This design comes from an exercise in tuning for small area and a short achievable clock period on the open sky130 flow, not from production work. RTL that was checked went through simulation tests only; none was proved equivalent to the original.

main:
==> flow/design.v (excerpt) <==
module folding_2(Xn,Yn,a,b,clk,switch,rst);
input [15:0] Xn,a,b;
input clk,switch,rst;
output reg [15:0] Yn;
reg ph;                   
reg phn;                  
reg rq;                   
reg [7:0] bone, btwo, bneg;    
reg [15:0] yo;            
reg [15:0] h2, h3;        
reg [15:0] h4;            
reg [15:0] as_, ac;       
wire sh = phn | rq;       
genvar gk, gi;
wire [255:0] bpn;         
wire [15:0] cn = rst ? 16'd0 : (ph ? b : a);    
wire [16:0] ce = {cn, 1'b0};
wire [7:0] eone, etwo, eneg;
generate for (gk = 0; gk < 8; gk = gk + 1) begin : g_bo
  assign eone[gk] = ce[2*gk+1] ^ ce[2*gk];
  assign etwo[gk] = (ce[2*gk+2] & ~ce[2*gk+1] & ~ce[2*gk]) | (~ce[2*gk+2] & ce[2*gk+1] & ce[2*gk]);
  assign eneg[gk] = ce[2*gk+2];
  bpp0 q0 (yo[0], bone[gk], bneg[gk], bpn[gk*16]);
  for (gi = 1; gi < 16 - 2*gk; gi = gi + 1) begin : g_bpi
    bpp q (yo[gi], yo[gi-1], bone[gk], btwo[gk], bneg[gk], bpn[gk*16 + gi]);
  end
end endgenerate
wire [15:0] asg = as_ & {16{ph}};       
wire [15:0] acg = ac & {16{ph}};
wire [15:0] tsn, tcn, ysum;    
wire s1, k2;
wire s3, k4;
wire s5, k6;
wire s7, k8;
wire s9, k10;
wire s11, k12;
wire s13, k14;
wire s15, k16;
wire s17, k18;
wire s19, k20;
wire s21, k22;
wire s23, k24;
wire s25, k26;
wire s27, k28;
wire s29, k30;
wire s31, k32;
wire s33, k34;
wire s35, k36;
wire s37, k38;
wire s39, k40;
wire s41, k42;
wire s43, k44;
wire s45, k46;
wire s47, k48;
wire s49, k50;
wire s51, k52;
wire s53, k54;
wire s55, k56;
wire s57, k58;
wire s59, k60;
  ...
==> flow/config.mk <==
export PLATFORM = sky130hd
export DESIGN_NAME = folding_2
export DESIGN_NICKNAME = folding_2
export VERILOG_FILES = /design/flow/design.v
export SDC_FILE = /design/flow/constraint.sdc
export NUM_CORES = 4
export LEC_CHECK = 0
export ABC_CLOCK_PERIOD_IN_PS = 3000
export CAP_MARGIN = 20
export CORE_MARGIN = 2
export CORE_UTILIZATION = 40
export SLEW_MARGIN = 20
export SYNTH_HIERARCHICAL = 1
export SYNTH_MINIMUM_KEEP_SIZE = 0
==> flow/constraint.sdc <==
create_clock -name core_clock -period 8.0 [get_ports {clk}]
set_input_delay 1.6000 -clock core_clock [delete_from_list [all_inputs] [get_ports {clk}]]
set_output_delay 1.6000 -clock core_clock [all_outputs]
set_load 0.01 [all_outputs]
standard.sh (not shown) runs the stock make flow with config.mk's settings and CLKGATE_MAP_FILE= SYNTH_SCRIPT=/design/flow/synth_recipe.tcl, a recipe that flattens the netlist after the stock synthesis.
==> flow/flow/run.sh <==
#!/bin/bash
# Own flow: the standard ORFS flow (standard.sh), with these changes:
#  - ports are buffered with sky130_fd_sc_hd__buf_1 (the resizer upsizes them where timing needs it)
#  - timing repair aims at 5.25 ns of setup slack
#  - CTS uses clkbuf_4/clkbuf_8 and inserts no dummy loads
# Each step's output goes to its own log in the work folder (ORFS also keeps its logs in orfs/logs).
set -euo pipefail
export BUFFER_PORTS_ARGS="-buffer_cell sky130_fd_sc_hd__buf_1"
export SETUP_SLACK_MARGIN=5.25
export CTS_ARGS="-sink_clustering_enable -repair_clock_nets -dont_use_dummy_load -buf_list {sky130_fd_sc_hd__clkbuf_4 sky130_fd_sc_hd__clkbuf_8}"
net="$PWD/orfs/results/sky130hd/folding_2/base/1_2_yosys.v"
bash standard.sh "$net" > synth.log 2>&1
n=$(grep -c 'sky130_fd_sc_hd__a22oi_2 ' "$net" || true)
sed -i 's/sky130_fd_sc_hd__a22oi_2 /sky130_fd_sc_hd__a22oi_1 /' "$net"
echo "swapped $n a22oi_2 for a22oi_1" > swap.log
bash standard.sh > standard.log 2>&1
main finished all stages; the layout is clean.
diff inputs: main => the feature branch
-- flow/design.v --
<<< main, line 14
genvar gk, gi;
wire [255:0] bpn;         
wire [15:0] cn = rst ? 16'd0 : (ph ? b : a);    
wire [16:0] ce = {cn, 1'b0};
wire [7:0] eone, etwo, eneg;
>>> the feature branch, line 14
genvar gk, gi;
wire [255:0] bpn;         
wire [15:0] cn = rst ? 16'd0 : (switch ? b : a);    
wire [16:0] ce = {cn, 1'b0};
wire [7:0] eone, etwo, eneg;
### Flow results
- The feature branch ends up with lower register fraction of the total cell area than main does.
- Against main, the feature branch comes in 0.52 points lower on ratio of final minimum period to clock period.
- Compared with main, the feature branch degrades total wire length after detailed routing.
- Comparing the two runs side by side, the feature branch comes out ahead of main on first-iteration DRC count.
- Taking main as the reference, in the feature branch fraction of cell area in non-clock buffers up 1.6 points, final critical path time including I/O delays and setup down 0.042 ns.
Function not checked in main: the RTL went through the layout flow alone.

-- afterwards: timing with drivers on the ports --
In the flow no input, the clock included, has a driving cell. The finished layouts below were timed again as built, in two steps.
Step 1 sets driving cells, clkbuf_16 on the clock port and buf_2 on the other inputs (assumed; they add their load-dependent delay and slew).
Step 2, shift: input delay + t, output delay - t, t = (earliest + latest rising clock arrival at the registers) / 2. This alone moves slack from input paths to output paths.
a / b / c = ideal ports / drivers / drivers and shift; a / b = the first two.
| run | t, ns | setup slack, ns | hold WS [ns] | cell pins on the clock port's net |
|---|---|---|---|---|
| main | 0.478 | 5.219 / 5.219 / 4.928 | 0.437 / 0.437 / 0.437 | 1 |
| the feature branch | 0.469 | 5.261 / 5.261 / 4.944 | 0.449 / 0.449 / 0.449 | 1 |
After both steps every run listed still meets setup and hold. For the feature branch, which loses most, drivers alone change the setup slack by 0.000 ns; drivers and shift together by -0.317 ns.
